From an optimization exercise on the open Yosys and OpenROAD flow, aimed at small area, a short achievable clock period and few clock cycles per item; shortcuts taken in it are not production practice. Function was checked by simulation only, so behaviour that the tests miss may differ from the original.

$ cat design/flow/design.v
module conv_top(
    input           clk,
    input           rst_n,
    input           start,
    input   [127:0] feature,
    input   [71:0]  weight,
    output          ready,
    output          done,
    output  [7:0]   c11_sa,
    output  [7:0]   c12_sa,
    output  [7:0]   c21_sa,
    output  [7:0]   c22_sa,
    output  [7:0]   c11_custom,
    output  [7:0]   c12_custom,
    output  [7:0]   c21_custom,
    output  [7:0]   c22_custom,
    output  [7:0]   c11_serial,
    output  [7:0]   c12_serial,
    output  [7:0]   c21_serial,
    output  [7:0]   c22_serial
);
    reg       done_r;
    reg [7:0] top_l, top_r;    
    wire sel = done_r;
    wire [95:0] fwin = sel ? feature[127:32] : feature[95:0];
    wire [7:0] sum_l, sum_r;
    conv_dot3x3 #(.C(0)) dot_l(.f(fwin), .w(weight), .s(sum_l));
    conv_dot3x3 #(.C(1)) dot_r(.f(fwin), .w(weight), .s(sum_r));
    always @(posedge clk) begin
        done_r <= rst_n & start & ~done_r;
        top_l  <= sum_l;
        top_r  <= sum_r;
    end
    assign ready = ~done_r;
    assign done  = done_r;
    assign c11_sa = top_l;     assign c11_custom = top_l;     assign c11_serial = top_l;
    assign c12_sa = top_r;     assign c12_custom = top_r;     assign c12_serial = top_r;
    assign c21_sa = sum_l;     assign c21_custom = sum_l;     assign c21_serial = sum_l;
    assign c22_sa = sum_r;     assign c22_custom = sum_r;     assign c22_serial = sum_r;
endmodule
module conv_dot3x3 #(parameter C = 0) (
    input  [95:0] f,
    input  [71:0] w,
    output [7:0]  s
);
    wire [7:0] p [0:8];
    genvar i, j;
    generate
        for (i = 0; i < 3; i = i + 1) begin : g_r
            for (j = 0; j < 3; j = j + 1) begin : g_c
                assign p[3*i+j] = f[8*(4*i+j+C) +: 8] * w[8*(3*i+j) +: 8];
            end
        end
    endgenerate
    assign s = p[0] + p[1] + p[2] + p[3] + p[4] + p[5] + p[6] + p[7] + p[8];
endmodule
$ cat design/flow/constraint.sdc
create_clock -name core_clock -period 10.0 [get_ports {clk}]
set_input_delay 2.0000 -clock core_clock [delete_from_list [all_inputs] [get_ports {clk}]]
set_output_delay 2.0000 -clock core_clock [all_outputs]
set_load 0.01 [all_outputs]
$ cat design/flow/config.mk
export PLATFORM = sky130hd
export DESIGN_NAME = conv_top
export DESIGN_NICKNAME = conv_top
export VERILOG_FILES = /design/flow/design.v
export SDC_FILE = /design/flow/constraint.sdc
export NUM_CORES = 4
export LEC_CHECK = 0
export CAP_MARGIN = 20
export CORE_MARGIN = 2
export CORE_UTILIZATION = 40
export SLEW_MARGIN = 20
$ cat design/flow/run.sh
#!/bin/bash
# synth_recipe.tcl (not shown) runs the flow's synth.tcl, then flattens the netlist and writes it again
# the make line also repeats each setting of config.mk as NAME=value (left out here)
make -C /OpenROAD-flow-scripts/flow DESIGN_CONFIG=/design/flow/config.mk WORK_HOME=/design/flow/orfs CLKGATE_MAP_FILE= SYNTH_SCRIPT=/design/flow/synth_recipe.tcl finish
==> summary.txt <==
Global routing:
- Entering global routing, the biggest net connects 21 pins.
- Global routing consumed, over all layers together, about a third of the routing resources.
- The first global-routing pass estimated about 130000 um of wire.
- The initial antenna violation count is 0.
- The final global-route overflow total is 0.
- The via count of the first global-routing pass is 19500.

Timing:
- The number of endpoints with negative hold slack in the final report is 0.
- The transition time at the pin with the least slew margin is roughly 0.77 ns.
- On the final layout, the worst clock skew is about 0.0043 ns.
- The max-slew violation count was 0.
- Setup repair after global routing could not meet its margin everywhere.
- The maximum clock frequency is around 84 MHz.
- Setup violations remaining at the end of the flow were counted as 30.
- In this run the tightest slew margin relative to its limit is around 50%.
- The post-route worst hold slack is between 1 and 1.5 ns.
- The minimum setup slack in the final design is -1.953 ns.
- In the finished design, the share of the clock period the worst path needs comes to 119.5%.
- The minimum clock period is approximately 12 ns.

Synthesis:
- The portion of the post-synthesis area used by sequential elements is ~1.6%.
- The cell count after synthesis is 2327.
- The mean post-synth cell area is 8.931 um^2.
- The number of synthesized register bits is 17.
- The total number of yosys warnings is 3.
- In this run the cell area of the synthesized design comes to a little over 20000 um^2.
- When the netlist entered floorplanning its net count stood at around 3200.
- The count of different cell masters after synthesis is 39.

Clock network:
- Counting every sink on the clock net gives 17.
- The buffer cell driving the clock tree root is clkbuf_16.
- The number of clock buffers added by TritonCTS is 3.
- Clock latency on the worst-skew pair, taken at its later pin, is roughly 0.26 ns.
- The CTS tree is built.
- CTS built an H-tree with a depth of 1.
- The clock-pin slew on the worst setup and hold paths is 0.05 ns.
- The clock passes through at most 2 buffers.

Placed design:
- The setup slack at placement is -2.753 ns.
- The placed instance count is approximately 3500.
- The number of input and output port buffers inserted is 300.
- After legalization and detailed placement, the total HPWL measured 77570 um.
- The routability congestion estimate is approximately 1.0.

Critical path:
- The biggest cell delay along the critical path is ~0.60 ns.
- The type of element launching the critical path is an input port.
- The element type at the critical path end is a primary output.
- The cell at the slowest stage of the critical path is fa_1.
- Counting stages on the worst path, the most repeated cell is fa_1.
- The data arrival at the endpoint of the critical path is roughly 10 ns.
- The data required time of the worst path is around 8.0 ns.
- In this run the worst path has a maximum fanout of 3.
- The critical path class is in2out.

Final layout:
- The finished layout holds between 3000 and 4000 standard cells, fillers aside.
- The library cell used most frequently in the layout, excluding fill and tap cells, is inv_1.
- Of the cells placed in the final design, the portion with a size suffix greater than 1 is about 30%.
- The post-synthesis to final-layout area growth is 39.60%.
- For this run, the post-layout net count is about 3800.
- Leaving out fill and tap cells, the most frequent cells in the layout are 394 x inv_1, 312 x buf_4, 309 x fa_1.

Die:
- The chip height is 231.9 um.
- In this run the count of I/O pins placed on the die edge is approximately 300.
- The floorplan step set the die width to 231.9 um.
- The starting density of the core is about 41%.
- In this run the standard cell core region covers 51300 um^2.
- The floorplan step defined a die boundary enclosing approximately 54000 um^2.
- The count of standard-cell rows is 83.

Drt:
- Summed over all nets, wire length on met3 after detailed routing comes to between 5000 and 6000 um.
- The detailed router put a total of 35420 um of wire on met1.
- The number of antenna-violating nets in the routed design is 0.
- The routed design uses slightly above 40000 um of met2 wire.
- The count of routing violations after the opening detailed-route iteration is 1155.
- After detailed routing, the number of remaining DRC violations is 0.
- After detailed routing, the number of vias per cell comes to a little under 5.
- In the final routed layout, each cell accounts on average for between 20 and 25 um.
- The final wirelength is between 80000 and 90000 um.
- The count of vias placed by the detailed router is approximately 18000.
- The detailed router used layers up to and including met4.
- The number of iterations in the first detailed-routing pass is 5.

Outcome:
- The run did not pass the layout checks because of negative setup slack.
- The run finished, with violations left.

Flow run:
- The reported max-cap violation count is 0.

Worst hold path:
- The worst hold path belongs to the class reg2reg.
==> sequential cells by signal (all words and copies together), names as in the netlist <==
name / count
done_r: 1
top_l: 8
top_r: 8
==> logic make-up after synthesis <==
kind of cell	count (synthesis)	synth area share, %
AOI/OAI and AO/OA	39	1.379
xor gates and xnor gates	274	12.11
adders and majority gates	630	50.36
buffers and inverters	604	12.67
DFF	17	1.638
muxes	103	5.677
and+or+nand+nor	660	16.16
==> what timing repair did <==
| action | in CTS | in global routing |
|---|---|---|
| endpoints found under the setup margin | 37 | 35 |
| hold buffers | 0 | 0 |
| cloned | 0 | 0 |
| resized for setup | 691 | 169 |
| pin swaps | 196 | 107 |
| setup buffers | 100 | 28 |
==> through the flow <==
| step | utilization [%] | TNS [ns] | cell area (um^2) |
|---|---|---|---|
| detailed placement | 51.59 | -51.76 | 26470 |
| CTS | 55.35 | -26.68 | 28390 |
| global route | 56.55 | -32.78 | 29010 |
| global placement | 51.59 | -49.48 | 26470 |
| floorplan | - | -9.904 | 21010 |
| finish | 56.55 | -28.49 | 29010 |
==> per-layer routing <==
metal / vias to the layer above / track usage, %
li1: 8106 / -
met1: 8939 / 40.91
met2: 716 / 55.91
met3: 150 / 4.752
met4: 0 / 16.47
met5: - / 0
==> critical path: cells and delay by family <==
kind | cells | cell delay [ns]
AOI/OAI and AO/OA | 2 | 0.31
xor gates and xnor gates | 4 | 0.99
adders and majority gates | 11 | 5.43
buffers and inverters | 8 | 0.75
muxes | 1 | 0.32
and+or+nand+nor | 1 | 0.15
==> cells in the mapped netlist <==
cell,instances,area [um^2]
nor3b_1,1,7.510
mux2_2,70,788.3
nand2b_1,19,118.9
and2_1,233,1458
mux2_4,11,165.2
a22oi_1,2,15.01
buf_12,3,60.06
and3_1,5,31.28
clkbuf_1,51,191.4
inv_2,1,3.750
a21boi_0,14,105.1
o221ai_1,1,8.760
xnor2_1,229,2006
xor2_1,36,315.3
a21o_1,4,30.03
buf_6,5,56.30
buf_8,3,45.04
a211oi_1,2,15.01
mux2i_1,19,190.2
inv_1,472,1772
buf_1,2,7.510
a21oi_1,5,25.02
dfxtp_1,17,340.3
mux2_1,2,22.52
fa_1,344,6887
buf_4,65,488.0
and2_0,1,6.260
a32o_1,2,20.02
nor2b_1,91,569.3
or3b_1,1,8.760
ha_1,286,3578
mux2i_2,1,13.76
o21ai_0,6,30.03
buf_2,2,10.01
xnor2_2,1,16.27
a22oi_2,3,37.54
nor2_1,3,11.26
xnor3_1,8,180.2
nand2_1,306,1149
==> final timing paths <==
kind | from | end | slack (ns) | cells after the start
worst max-delay path | feature[41] | c22_serial[7] | -1.95 | 27
worst min-delay path | done_r$_DFF_P_ | done_r$_DFF_P_ | 1.40 | 5
worst min register to register | done_r$_DFF_P_ | done_r$_DFF_P_ | 1.40 | 5
worst max register to register | done_r$_DFF_P_ | top_r[7]$_DFF_P_ | 1.40 | 28
==> area by class of cell <==
type                    count  area [um^2]
repair buffers            742         6875
clock buffers               4        78.83
well taps                 680        850.8
fillers                  4700        22290
inverters                 473         1780
multi-input cells        1706        19080
diodes                      1        2.502
flip-flops and latches     17        344.1
Testbench counts, summed over its fixed seeds: cycles 512, items 256.

static timing again, ports no longer ideal:
How much do the figures lean on ideal ports? The routed layout below was timed once more, with nothing changed but the port constraints. Step 1 assumes that a clkbuf_16 drives the clock port and a buf_2 every other input. Step 2 adds t to the input delays and takes it off the output delays; t is the mean of the earliest and latest rising clock arrival at the registers after step 1. Input paths then give back, and output paths get back, about the clock's delay inside the block. a / b / c = no drivers / after step 1 / after step 2; a / b = the first two.
shift t [ns]: 0.299
slack for setup (ns): -1.953 / -1.995 / -1.995
worst register clock-pin slew, ns: 0.05 / 0.05
For this run, drivers alone change the setup slack by -0.042 ns; drivers and shift together by -0.042 ns.
